This design comes from an exercise in tuning for small area on the open sky130 flow, not from production work.
Power and IR drop assume default switching activity.

## run A
Design top, start of the top module:
module top (
    input  logic clk,
    input  logic rst,
    input  logic start_btn,
    input  logic stop_btn,
    input  logic softrst_sw,
    input  logic inc_min_btn,
    input  logic inc_sec_btn,
    input  logic inc_sw,
    input  logic mode_sw,
    output logic [6:0] seg,
    output logic [3:0] an
);
Size in the first run: ~690 cells after synthesis, ~160 flip-flops, roughly 20 I/O pins, ~6800 um2 of cells after synthesis.
clock: 10.0 ns
lec_check: 0
cap_margin: 20
core_margin: 2
core_utilization: 65
slew_margin: 20
cts_args: -sink_clustering_enable -repair_clock_nets -dont_use_dummy_load -buf_list sky130_fd_sc_hd__clkbuf_4
buffer_ports_args: -buffer_cell sky130_fd_sc_hd__buf_1
standard.sh (not shown) runs the stock make flow with config.mk's settings and CLKGATE_MAP_FILE= SYNTH_SCRIPT=/design/flow/synth_recipe.tcl, a recipe that flattens the netlist after the stock synthesis.
==> flow/flow/run.sh <==
#!/bin/bash
# Own flow: the standard layout, with clock tree synthesis told not to add
# dummy loads and smaller port buffers.  Each tool's output goes to its own log.
set -euo pipefail
cat >> config.mk <<'EOC'
export CTS_ARGS = -sink_clustering_enable -repair_clock_nets -dont_use_dummy_load -buf_list sky130_fd_sc_hd__clkbuf_4
export BUFFER_PORTS_ARGS = -buffer_cell sky130_fd_sc_hd__buf_1
EOC
bash standard.sh > standard_flow.log 2>&1
Run A did not stop at any stage, and its layout met the timing, design-rule and antenna checks.
[inputs] run B vs run A
Settings: a deleted CTS_ARGS that had been -sink_clustering_enable -repair_clock_nets -dont_use_dummy_load -buf_list sky130_fd_sc_hd__clkbuf_4; a deleted BUFFER_PORTS_ARGS that had been -buffer_cell sky130_fd_sc_hd__buf_1; an added CTS_BUF_LIST of sky130_fd_sc_hd__clkbuf_4.
==> flow/run.sh (new file) <==
#!/bin/bash
# synth_recipe.tcl (not shown) runs the flow's synth.tcl, then flattens the netlist and writes it again
# the make line also repeats each setting of config.mk as NAME=value (left out here)
make -C /OpenROAD-flow-scripts/flow DESIGN_CONFIG=/design/flow/config.mk WORK_HOME=/design/flow/orfs CLKGATE_MAP_FILE= SYNTH_SCRIPT=/design/flow/synth_recipe.tcl finish
removed: flow/flow/run.sh
removed: flow/standard.sh
### Flow results
Min sum of internal, switching and leakage power across run A and run B: run A
Post-detailed-route via-to-cell ratio: run B lower than run A
Diff run A -> run B | part of the total power dissipated in the clock network | increase of 11 points
The routed wire length in run B sits 1.5% below the value recorded for run A.
Run B vs. run A: count of inserted antenna diode cells went down; final hold violation count neither gained nor lost much; clock tree buffer count of the final layout rose by 2; fraction of power spent switching nets decreased 0.92 points.
Re number of non-clock buffers: no difference whatsoever between run A and run B.
Final non-filler cell area went up by a few percent going from run A to run B.
Summary — arrival time at the worst endpoint, run B relative to run A: higher, by 0.36 ns.
Edits applied to the flow inputs when going from run B to run C:
Settings: CORE_UTILIZATION now 40, was 65; CTS_BUF_LIST no longer set, was sky130_fd_sc_hd__clkbuf_4.
--- outcome ---
The minimum period implied by the final worst setup slack reported for run C is greater than that of run B by 0.16 ns.
The total instance count after detailed placement in run C sits 84 above the value recorded for run B.
Fraction of met2 tracks used by global routing in run C is 15 points lower than in run B
Number of non-filler instances in the completed layout: higher on run C
Run C: all stages complete, timing, DRC and antenna checks passed
For the arrival time reported for the critical path endpoint, run C came in 0.02 ns higher than run B did.
Relative to run B, the final cell area reported for run C is higher.
Edits applied to the flow inputs when going from run C to run D:
Settings: putting CTS_BUF_LIST at sky130_fd_sc_hd__clkbuf_8 where nothing was set; putting CTS_CLUSTER_SIZE at 20 where nothing was set.
==> comparison <==
Run D reached the final stage; the timing, design-rule and antenna checks on its layout passed.
Final number of max-transition violations delta (run D -> run C): insignificant
Summary of run D over run C: wire length reported by the detailed router decreased by about 1.3% relative to the old numbers, placement-stage worst setup slack essentially unchanged, met2 layer wire length in the routed design lower, cell area now smaller.
Summary of the comparison: global-route usage is lower in run D, relative to run C.
Compared with run C, the router placed fewer vias in run D.
In the tables for run C and run D, source-to-sink clock delay at the later pin of the worst-skew pair reads higher with run D.
On smallest setup slack after layout: run D sits above run C.
What run E does differently from run D at the input level:
Settings: CORE_UTILIZATION now 65, was 40; CTS_CLUSTER_SIZE no longer set, was 20.
Looking at post-synthesis to final-layout area growth, run E sits 0.77 points lower than run D does.
Compared with run D, run E shows standard-cell row count lower by 10.
Overall routing resource usage up 8.7 points in run E wrt run D
The DRC marker count from the first detailed-route iteration in run D is 1.8 times that in run E.
Run D leaves more setup margin than run E.
Comparing part of the total power dissipated in the clock network for run E and run D, the smaller number came from run D.
Amount of wire on met2 after detailed routing was higher in run D than in run E.
No functional check of the RTL was part of any run of this note.

-- separate check: timing with driven ports --
The flow's constraints put no driver on any port. The routed layouts listed below were extracted and timed again, unchanged, in two steps. Step 1 assumes that a clkbuf_16 drives the clock port and a buf_2 every other input. Step 2 moves the port delays by t, midway between the first and last clock arrival at a register: inputs arrive t later, outputs are due t later. That takes back most of the time a late clock gives input paths. Slacks: ideal / step 1 / step 2; pairs: ideal / step 1.
| run | shift t [ns] | setup slack, ns | hold slack, ns | pins driven straight from the clock port |
|---|---|---|---|---|
| run A | 0.547 | 5.709 / 5.720 / 5.173 | 0.432 / 0.432 / 0.432 | 1 |
| run B | 0.579 | 5.412 / 5.416 / 4.838 | 0.411 / 0.411 / 0.411 | 1 |
| run C | 0.465 | 5.252 / 5.269 / 4.804 | 0.419 / 0.419 / 0.419 | 1 |
| run D | 0.486 | 5.306 / 5.317 / 4.831 | 0.423 / 0.423 / 0.423 | 1 |
| run E | 0.477 | 5.287 / 5.296 / 4.819 | 0.420 / 0.420 / 0.420 | 1 |
After both steps setup and hold are still met in every run listed. For run B, which loses most, drivers alone change the setup slack by +0.004 ns; drivers and shift together by -0.574 ns.
